Background: an optimization exercise with open tools, aiming at small area. Do not read the settings as production practice. In this exercise RTL edits were held to simulation tests only and were not proved equivalent to the original. No activity file was given, so power comes from the tool's default toggle rates.

## flow/design.v (module list and top-level ports; edited modules follow where they fit)
// module lcdi_laneA: 621 lines
// module lcdi_laneB: 647 lines
// module lcdi_laneC: 618 lines
// module lcdi_laneD: 621 lines
// module lcdi_fa: 4 lines
// module lcdi_ha: 4 lines
// module LCDI: 350 lines
module LCDI 
(
    input wire clk,
    input wire rst_n,
    input wire [8-1:0] data0_in,
    input wire [8-1:0] data1_in,
    input wire [8-1:0] data2_in,
    output wire [8-1:0] data0_out,
    output wire [8-1:0] data1_out,
    output wire [8-1:0] data2_out,
    output wire [8-1:0] data3_out,
    input wire frame_start,
    output reg frame_end,
    output reg line_end,
    output reg data_out_valid,
    output reg data_in_valid,
    input wire data_in_ready
);
  // ...
==> flow/flow/run.sh <==
#!/bin/bash
# Layout flow: the standard flow (standard.sh, all steps), with one change:
# the ABC script used for the area-oriented technology mapping in synthesis
# (ABC_AREA 1) is flow/abc_area.script instead of ORFS's abc_area.script.
# Everything else, including the registers synthesis makes, is unchanged.
set -e
rm -rf scripts_abc
cp -r "$FLOW_HOME/scripts" scripts_abc
cp flow/abc_area.script scripts_abc/abc_area.script
export SCRIPTS_DIR="$PWD/scripts_abc"
bash standard.sh > standard_flow.log 2>&1
==> flow/flow/abc_area.script <==
strash
&get -n
&st
&synch2
&nf -R 1000
&put
==> flow/standard.sh <==
#!/bin/bash
# synth_recipe.tcl (not shown) runs the flow's synth.tcl, then flattens the netlist and writes it again
# the make line also repeats each setting of config.mk as NAME=value (left out here)
make -C /OpenROAD-flow-scripts/flow DESIGN_CONFIG=/design/flow/config.mk WORK_HOME=/design/flow/orfs CLKGATE_MAP_FILE= SYNTH_SCRIPT=/design/flow/synth_recipe.tcl "${@:-finish}"
==> flow/config.mk <==
export PLATFORM = sky130hd
export DESIGN_NAME = LCDI
export DESIGN_NICKNAME = LCDI
export VERILOG_FILES = /design/flow/design.v
export SDC_FILE = /design/flow/constraint.sdc
export NUM_CORES = 4
export LEC_CHECK = 0
export ABC_AREA = 1
export CAP_MARGIN = 20
export CORE_MARGIN = 2
export CORE_UTILIZATION = 40
export CTS_BUF_LIST = sky130_fd_sc_hd__clkbuf_8
export CTS_CLUSTER_SIZE = 24
export SLEW_MARGIN = 20
export SYNTH_HIERARCHICAL = 1
export SYNTH_MEMORY_MAX_BITS = 65536
==> flow/constraint.sdc <==
create_clock -name core_clock -period 10.0 [get_ports {clk}]
set_input_delay 2.0000 -clock core_clock [delete_from_list [all_inputs] [get_ports {clk}]]
set_output_delay 2.0000 -clock core_clock [all_outputs]
set_load 0.01 [all_outputs]
==> results.yml, run 1 <==
run_status:
  status: "no timing/DRC/antenna violations"
layout:
  layout-drive-gt1-share: 0.09443
  seq_share: 0.2144
  mostFrequentLayoutCells: "a21oi_1 (533), fa_1 (499), nand2_1 (433), a22o_1 (336), buf_4 (275)"
  regArea_sq_um: 9135
  seq_cells: 369
  syn_to_final_growth_pct: 15.45
logic_synthesis:
  ys_async_sr_fraction: 0.1599
  synth_warnings: 7
  synth_compound_area_frac: 0.2703
  synth-adder-area-share: 0.3083
  synth_edf_count: 144
clock_network:
  root_buffer: "clkbuf_8"
  worstSkewPairLatency_ns: 0.75
route:
  wl_per_cell_microns: 34.32
pwr:
  switching_share: 0.2266
  p_leak_nw: 15.50
  combPwrFrac: 0.005
floorplan:
  initial_utilization: 0.4032
  num_rows: 111
worst_hold_path:
  holdPathEnd: "rw2[19]$_DFFE_PP_"
  hold_depth: 0
setup_path:
  crit_path_top_delay_cell: "dfxtp_1"
  path_buf_inv: 3
global_route:
  use_met1: 0.5100
sta:
  hold_violations: 0
==> run 2, diff against run 1 <==
--- a/flow/config.mk
+++ b/flow/config.mk
@@ -8,7 +8,7 @@
 export ABC_AREA = 1
 export CAP_MARGIN = 20
 export CORE_MARGIN = 2
-export CORE_UTILIZATION = 40
+export CORE_UTILIZATION = 55
 export CTS_BUF_LIST = sky130_fd_sc_hd__clkbuf_8
 export CTS_CLUSTER_SIZE = 24
 export SLEW_MARGIN = 20
==> run 2 against run 1 <==
  * Critical path depth down 4
  * Clock power grew 8%
  * Setup slack worse by 0.45 ns
  * Final cell count shrank 7.1%
  * Final area decreased by 2.1%
  * Largest cell class unchanged
==> results.yml, run 2 <==
run_status:
  status: "no timing/DRC/antenna violations"
setup_path:
  cp-start-kind: "register"
  max_stage_delay_ns: 0.87
  path_buf_inv: 3
  endpoint_kind: "register"
  crit_type: "register to register"
  r2r-end: "dout[10]$_DFF_PN0_"
  cp_top_family: "adder cells"
  startpoint: "q0[2]$_DFF_P_"
  cp_common_cell: "fa_1"
  critPathArrivalTime_ns: 9.94
  critPathMaxFanout: 18
  r2r_setup_slack_ns: 0.62
  crit_path_top_delay_cell: "dfxtp_1"
  cp_data_required_time_ns: 10.56
  rr_worst_depth: 29
  crit-reg2reg-launch: "q0[2]$_DFF_P_"
layout:
  fillCellCount: 5175
  syn_to_final_growth_pct: 13.06
  layout-drive-gt1-share: 0.08361
  final_cells: 5043
  layout_commonest_cell: "a21oi_1"
  mostFrequentLayoutCells: "a21oi_1 (533), fa_1 (499), nand2_1 (434), a22o_1 (336), nor2_1 (245)"
  nets: 4758
route:
  drt_first_pass_iters: 12
  wirelength_microns: 188700
  via_count: 39832
  viasPerCell: 7.898
  ant_nets: 0
  drtIter0Drc: 7632
  drc_errors: 0
  wl_per_cell_microns: 37.43
logic_synthesis:
  synthMostInstantiatedCell: "a21oi_1"
  synth_seq_cells: 369
  syn_nets: 4412
  avgSynthCellArea_sq_um: 9.766
  synth_edf_count: 144
  synthFlopType: "dfxtp_1"
  synth_area_leaders: "fa_1 (27%), edfxtp_1 (12%), dfxtp_1 (9.0%)"
  ys_async_sr_fraction: 0.1599
  netlist_top_cells_count: "a21oi_1 (535), fa_1 (499), nand2_1 (434)"
  synth_top_cell_by_area: "fa_1"
  synth_warnings: 7
  postSynthCellCount: 3779
  ys_seq_area_frac: 0.2475
  synth_cell_types: 63
  syn-cell-area_sq_um: 36900
  synth_top_area_frac: 0.2707
pwr:
  power_w: 0.003033
  powerDensity_nw_per_um2: 72.68
  ir_drop_mv: 0.08685
  p_leak_nw: 15.17
global_route:
  grt-ovfl-total: 0
  grt_pass1_vias: 39204
  grt_max_degree: 98
  antenna_found_initial: 15
  grt_use_total: 0.5334
  grt_pass1_wl_microns: 269000
worst_hold_path:
  holdPathEnd: "rw2[1]$_DFFE_PP_"
  hold_depth: 0
  hp-class: "register to register"
  hp-start: "rw1[1]$_DFFE_PP_"
clock_network:
  clk_path_buf_depth: 3
  post-cts-setup-buffers: 0
  ctsHoldBuffers: 0
  cts_buffers: 66
  worstSkewPairLatency_ns: 0.68
  cts-resized-gates: 0
  root_buffer: "clkbuf_8"
  path_clk_slew_ns: 0.06
  tritoncts: "yes"
  cts_max_level: 3
  clkSinkCount: 369
sta:
  fin_crit_sh: 0.9380
  fmax_ghz: 0.1066
  finalClockSkew_ns: 0.04206
  fin_crit_ns: 9.380
  max_slew.worst_pin.slew_ns: 1.296
  setup-tns-final_ns: 0
  setup_violations: 0
  slew_headroom: 0.1325
  hold_violations: 0
  slew_viol_final: 0
  rsz0062_at_grt: "no"
floorplan:
  num_rows: 94
  initial_utilization: 0.5583
  fp.dieH_microns: 263.0
  die_area_sq_um: 69190
  ios: 64
  core_area_sq_um: 66100
  die_w_microns: 263.0
placement:
  routabilityCongestion: 1.135
  port_buffers: 62
  dpl.cell_count: 4920
  dp_hpwl_microns: 135600
flow_run:
  maxCapViolCount: 0
## run 2: cell counts after synthesis
No cell type changed its count.
## run 2: how the worst max path moves through the flow
stage,slack [ns],cells past startpoint,to
after CTS,0.89,29,dout[10]$_DFF_PN0_
final,0.62,29,dout[10]$_DFF_PN0_
after detailed placement,0.93,29,dout[10]$_DFF_PN0_
after global placement,1.17,28,wr[10]$_DFFE_PP_
after floorplan,0.86,19,rcD2[7]$_DFF_P_
after global routing,0.24,29,dout[10]$_DFF_PN0_
## run 2: stage by stage
stage            util  hold slack, ns  worst slack, ns  area (sq um)
3_3_place_gp   0.6108          0.4079            1.171         40370
6_report       0.6312          0.4168           0.6198         41720
3_5_place_dp   0.6108          0.4045           0.9317         40370
2_1_floorplan       -          0.4003           0.8569         36920
4_1_cts        0.6307          0.4188           0.8927         41690
5_1_grt        0.6311          0.4264           0.2428         41710
## run 2: power breakdown
| part | switching, W | total, W | leakage, nW | internal [W] |
|---|---|---|---|---|
| sequential | 0.00000203 | 0.00156 | 3.45 | 0.00156 |
| clock | 0.000711 | 0.00145 | 0.718 | 0.000741 |
| combinational | 0.00000696 | 0.0000159 | 11.0 | 0.00000889 |
| total | 0.000720 | 0.00303 | 15.2 | 0.00231 |
## run 2: final cells by class
cell class	count	area, sq um	area share
Multi-Input combinational cell	3305	27520	0.6596
Sequential cell	369	9135	0.2189
Timing Repair Buffer	278	2266	0.05431
Tap cell	864	1081	0.02591
Clock buffer	77	1060	0.02540
Inverter	105	394.1	0.009446
Clock inverter	40	255.2	0.006118
Antenna cell	5	12.51	0.0002999
## run 2: logic make-up after synthesis
logic type               Yosys count  synth area share
adder cells (fa/ha/maj)          611            0.3083
XOR/XNOR                          69           0.01638
flip-flops                       369            0.2475
buffers and inverters            105           0.01068
AO/OA/AOI/OAI                   1464            0.2703
AND/OR/NAND/NOR                 1156            0.1454
multiplexers                       5          0.001390
## run 2: metal layers
| layer | track usage | routed length [microns] | vias up |
|---|---|---|---|
| met1 | 0.6167 | 60730 | 18938 |
| met5 | 0.002079 | 190 | - |
| li1 | - | - | 15037 |
| met3 | 0.2656 | 31990 | 1476 |
| met4 | 0.4391 | 21740 | 20 |
| met2 | 0.7408 | 74100 | 4361 |
## run 2: modules after synthesis (local to each module, per instance)
module | flops+latches | cells inside
lcdi_laneC | 0 | 365
lcdi_laneA | 0 | 362
lcdi_laneD | 0 | 385
lcdi_laneB | 0 | 406
LCDI | 369 | 1772
lcdi_fa | 0 | 1
lcdi_ha | 0 | 1
==> run 3, diff against run 2 <==
--- a/flow/config.mk
+++ b/flow/config.mk
@@ -8,7 +8,7 @@
 export ABC_AREA = 1
 export CAP_MARGIN = 20
 export CORE_MARGIN = 2
-export CORE_UTILIZATION = 55
+export CORE_UTILIZATION = 70
 export CTS_BUF_LIST = sky130_fd_sc_hd__clkbuf_8
 export CTS_CLUSTER_SIZE = 24
 export SLEW_MARGIN = 20
==> run 3 against run 2 <==
  * The flow now stops in 5_1_grt
  * Area after synthesis unchanged
  * Synthesized cell count unchanged
==> results.yml, run 3 <==
clock_network:
  clk_path_buf_depth: 3
  cts_buffers: 58
  root_buffer: "clkbuf_8"
  clkSinkCount: 369
  cts_max_level: 2
  post-cts-setup-buffers: 0
  cts-resized-gates: 0
  ctsHoldBuffers: 0
floorplan:
  num_rows: 84
  initial_utilization: 0.7051
  fp.dieH_microns: 233.6
  ios: 64
  die_w_microns: 233.6
logic_synthesis:
  ys_async_sr_fraction: 0.1599
  syn-cell-area_sq_um: 36900
  avgSynthCellArea_sq_um: 9.766
  postSynthCellCount: 3779
  netlist_top_cells_count: "a21oi_1 (535), fa_1 (499), nand2_1 (434)"
  synth_seq_cells: 369
  ys_seq_area_frac: 0.2475
  synth_top_cell_by_area: "fa_1"
  synth_top_area_frac: 0.2707
  synth_cell_types: 63
  synthFlopType: "dfxtp_1"
  synth_edf_count: 144
  synthMostInstantiatedCell: "a21oi_1"
  synth_warnings: 7
  syn_nets: 4412
  synth_area_leaders: "fa_1 (27%), edfxtp_1 (12%), dfxtp_1 (9.0%)"
placement:
  dp_hpwl_microns: 124000
  routabilityCongestion: 1.248
  port_buffers: 62
run_status:
  stop_stage: "5_1_grt"
  status: "did not finish"
  tool.error: "[ERROR GRT-0116] Global routing finished with congestion. Check the congestion regions in the DRC Viewer."
global_route:
  grt_max_degree: 96
run 3: cell counts after synthesis:
Identical to the previous run, type by type.
run 3: logic make-up after synthesis:
group / Yosys count / share of synthesized area
buffers and inverters: 105 / 0.01068
muxes: 5 / 0.001390
AOI/OAI and AO/OA: 1464 / 0.2703
xor gates and xnor gates: 69 / 0.01638
adders and majority gates: 611 / 0.3083
and+or+nand+nor: 1156 / 0.1454
DFF: 369 / 0.2475
run 3: metrics by stage:
stage	instances	hold WS, ns	setup WS, ns	power [W]	area, sq um
global placement	4694	0.4082	1.335	0.001610	39730
floorplan	3779	0.4003	0.8569	0.001595	36920
detailed placement	4694	0.4065	0.5671	0.001611	39730
CTS	4803	0.4272	0.01775	0.002993	40980
run 3: power by group through the flow:
stage | Clock, W | Combinational [W] | Sequential (W)
global placement | 0 | 0.0000146 | 0.00160
floorplan | 0 | 0.0000000144 | 0.00159
CTS | 0.00141 | 0.0000167 | 0.00156
detailed placement | 0 | 0.0000157 | 0.00160
run 3: worst min path at each step:
stage / slack, ns / depth (start not counted) / endpoint
2_1_floorplan: 0.40 / 0 / rw2[0]$_DFFE_PP_
3_3_place_gp: 0.41 / 0 / rw2[12]$_DFFE_PP_
3_5_place_dp: 0.41 / 0 / rw2[13]$_DFFE_PP_
4_1_cts: 0.43 / 0 / rw2[17]$_DFFE_PP_
run 3: per-module statistics from Yosys, one instance, submodules excluded:
module,flops+latches,cell area [sq um]
LCDI,369,17290
lcdi_laneA,0,2340
lcdi_ha,0,12.51
lcdi_laneC,0,2414
lcdi_laneB,0,2615
lcdi_laneD,0,2490
lcdi_fa,0,20.02
==> run 4, diff against run 3 <==
--- a/flow/config.mk
+++ b/flow/config.mk
@@ -6,11 +6,11 @@
 export NUM_CORES = 4
 export LEC_CHECK = 0
 export ABC_AREA = 1
-export CAP_MARGIN = 20
+export CAP_MARGIN = 10
 export CORE_MARGIN = 2
-export CORE_UTILIZATION = 70
+export CORE_UTILIZATION = 40
 export CTS_BUF_LIST = sky130_fd_sc_hd__clkbuf_8
 export CTS_CLUSTER_SIZE = 24
-export SLEW_MARGIN = 20
+export SLEW_MARGIN = 10
 export SYNTH_HIERARCHICAL = 1
 export SYNTH_MEMORY_MAX_BITS = 65536
==> run 4 against run 3 <==
  * Now clean on timing, DRC and antenna
  * Synthesized cell count is the same
  * Area after synthesis unchanged
==> results.yml, run 4 <==
run_status:
  status: "no timing/DRC/antenna violations"
pwr:
  seqPwrFrac: 0.506
  ir_drop_mv: 0.08380
  switching_share: 0.2277
  powerDensity_nw_per_um2: 72.18
  combPwrFrac: 0.005
  p_leak_nw: 15.60
  p_clk_frac: 0.489
  power_w: 0.003090
  power.switching_w: 0.0007037
  internal-power_w: 0.002386
setup_path:
  cp_common_cell: "fa_1"
  cp_data_required_time_ns: 10.40
  crit_type: "register to register"
  cp-start-kind: "register"
  endpoint_kind: "register"
  crit_path_top_delay_cell: "fa_1"
  max_stage_delay_ns: 0.57
  critPathMaxFanout: 8
  critPathArrivalTime_ns: 9.35
clock_network:
  path_clk_slew_ns: 0.06
  cts-resized-gates: 0
  cts_max_level: 3
  tritoncts: "yes"
  clk_path_buf_depth: 3
  post-cts-setup-buffers: 0
  clkSinkCount: 369
  worstSkewPairLatency_ns: 0.71
  ctsHoldBuffers: 0
  root_buffer: "clkbuf_8"
  cts_buffers: 68
route:
  drc_errors: 0
  viasPerCell: 6.791
  via_count: 36962
  wirelength_microns: 186100
  drtIter0Drc: 5748
  ant_nets: 0
  drt_first_pass_iters: 10
  wl_per_cell_microns: 34.19
logic_synthesis:
  synth_seq_cells: 369
  netlist_top_cells_count: "a21oi_1 (535), fa_1 (499), nand2_1 (434)"
  synth_warnings: 7
  synthMostInstantiatedCell: "a21oi_1"
  syn-cell-area_sq_um: 36900
  ys_async_sr_fraction: 0.1599
  avgSynthCellArea_sq_um: 9.766
  syn_nets: 4412
  synth_top_area_frac: 0.2707
  synthFlopType: "dfxtp_1"
  ys_seq_area_frac: 0.2475
  synth_area_leaders: "fa_1 (27%), edfxtp_1 (12%), dfxtp_1 (9.0%)"
  postSynthCellCount: 3779
  synth_top_cell_by_area: "fa_1"
  synth_cell_types: 63
  synth_edf_count: 144
sta:
  hold_violations: 0
  slew_headroom: 0.1498
  fin_crit_sh: 0.8958
  fin_crit_ns: 8.958
  slew_viol_final: 0
  setup_violations: 0
  whs_ns: 0.4133
  finalClockSkew_ns: 0.07326
  setup-tns-final_ns: 0
  fmax_ghz: 0.1116
  max_slew.worst_pin.slew_ns: 1.264
  rsz0062_at_grt: "no"
global_route:
  grt_max_degree: 82
  grt_use_total: 0.3916
  grt-ovfl-total: 0
  grt_pass1_wl_microns: 266000
  antenna_found_initial: 15
  grt_pass1_vias: 35507
floorplan:
  fp.dieH_microns: 307.7
  ios: 64
  num_rows: 111
  initial_utilization: 0.4032
  core_area_sq_um: 91520
  die_w_microns: 307.7
  die_area_sq_um: 94710
placement:
  port_buffers: 62
  routabilityCongestion: 1.087
  dp_hpwl_microns: 140600
  placed_area_sq_um: 41360
layout:
  design_area_sq_um: 42810
  nets: 4827
  layout_commonest_cell: "a21oi_1"
  syn_to_final_growth_pct: 16.00
  mostFrequentLayoutCells: "a21oi_1 (533), fa_1 (499), nand2_1 (433), a22o_1 (336), buf_4 (276)"
  final_util: 0.4677
  fillCellCount: 8882
  layout-drive-gt1-share: 0.09838
flow_run:
  maxCapViolCount: 0
worst_hold_path:
  hp-class: "register to register"
run 4: routing by layer:
metal | GRT usage | wire, microns | part of all wire
met4 | 0.2627 | 15390 | 0.083
met5 | 0 | 72 | 0.00039
met3 | 0.09125 | 20250 | 0.11
met2 | 0.5806 | 79400 | 0.43
met1 | 0.5094 | 70990 | 0.38
run 4: final timing paths:
kind / startpoint / to / slack (ns) / depth (start not counted)
worst min register to register: rw1[19]$_DFFE_PP_ / rw2[19]$_DFFE_PP_ / 0.41 / 0
worst max-delay path: rcB0[0]$_DFF_P_ / wr[12]$_DFFE_PP_ / 1.04 / 29
worst min-delay path: rw1[19]$_DFFE_PP_ / rw2[19]$_DFFE_PP_ / 0.41 / 0
min in group asynchronous: rst_n / dout[7]$_DFF_PN0_ / 1.47 / 2
worst max register to register: rcB0[0]$_DFF_P_ / wr[12]$_DFFE_PP_ / 1.04 / 29
max in group asynchronous: rst_n / dout[31]$_DFF_PN0_ / 7.90 / 2
run 4: logic make-up after synthesis:
| kind of cell | count (synthesis) | share of synthesized area |
|---|---|---|
| simple gates | 1156 | 0.1454 |
| mux | 5 | 0.001390 |
| xor+xnor | 69 | 0.01638 |
| fa+ha+maj | 611 | 0.3083 |
| flops | 369 | 0.2475 |
| buf+inv | 105 | 0.01068 |
| compound gates | 1464 | 0.2703 |
run 4: cell type report:
type	count	area (sq um)	area share
Multi-Input combinational cell	3305	27520	0.6429
Sequential cell	369	9135	0.2134
Timing Repair Buffer	345	2828	0.06605
Tap cell	1186	1484	0.03466
Clock buffer	75	1032	0.02411
Clock inverter	50	394.1	0.009206
Inverter	105	394.1	0.009206
Antenna cell	8	20.02	0.0004676
run 4: Yosys stat by module, one instance, submodules excluded:
module | cell area, sq um | times used | cells | flops+latches
lcdi_laneD | 2490 | 1 | 385 | 0
lcdi_fa | 20.02 | 484 | 1 | 0
lcdi_laneB | 2615 | 1 | 406 | 0
LCDI | 17290 | 1 | 1772 | 369
lcdi_laneC | 2414 | 1 | 365 | 0
lcdi_ha | 12.51 | 5 | 1 | 0
lcdi_laneA | 2340 | 1 | 362 | 0
run 4: critical path: cells and delay by family, from the launching register on:
| family | cells | cell delay [ns] |
|---|---|---|
| adders and majority gates | 9 | 3.81 |
| and+or+nand+nor | 11 | 2.71 |
| AOI/OAI and AO/OA | 7 | 1.60 |
| DFF | 1 | 0.35 |
| buffers and inverters | 2 | 0.18 |
run 4: power by group through the flow:
| stage | logic, W | registers [W] | clock network, W |
|---|---|---|---|
| floorplan | 0.0000000144 | 0.00159 | 0 |
| global placement | 0.0000165 | 0.00160 | 0 |
| detailed placement | 0.0000165 | 0.00160 | 0 |
| CTS | 0.0000166 | 0.00156 | 0.00154 |
| global route | 0.0000175 | 0.00156 | 0.00162 |
| finish | 0.0000158 | 0.00156 | 0.00151 |
run 4: stage by stage:
stage,std cells,worst slack [ns]
6_report,5443,1.042
5_1_grt,5438,0.3746
4_1_cts,5434,1.098
3_5_place_dp,5309,1.075
3_3_place_gp,5309,1.159
2_1_floorplan,3779,0.8569

[static timing again, ports no longer ideal]
Ports are ideal in the flow. The routed layouts listed here were re-timed in OpenROAD. Step 1 (the two cells are an assumption about what drives the block):
set clk [get_ports {clk}]
set_driving_cell -lib_cell sky130_fd_sc_hd__clkbuf_16 $clk
set_driving_cell -lib_cell sky130_fd_sc_hd__buf_2 [delete_from_list [all_inputs] $clk]
Step 2 also shifts input and output timing later by t, the mid clock arrival at the registers, as if the neighbouring blocks saw the same clock. Slacks: no drivers / after step 1 / after step 2; pairs: no drivers / after step 1.
| run | shift t [ns] | slack for setup (ns) | hold slack, ns | worst data-port slew with drivers (ns) |
|---|---|---|---|---|
| run 1 | 0.772 | 1.067 / 1.067 / 1.067 | 0.418 / 0.418 / 0.418 | 0.05 |
| run 2 | 0.724 | 0.620 / 0.620 / 0.620 | 0.417 / 0.417 / 0.417 | 0.06 |
| run 4 | 0.738 | 1.042 / 1.042 / 1.042 | 0.413 / 0.413 / 0.413 | 0.05 |
After both steps every run listed still meets setup and hold.
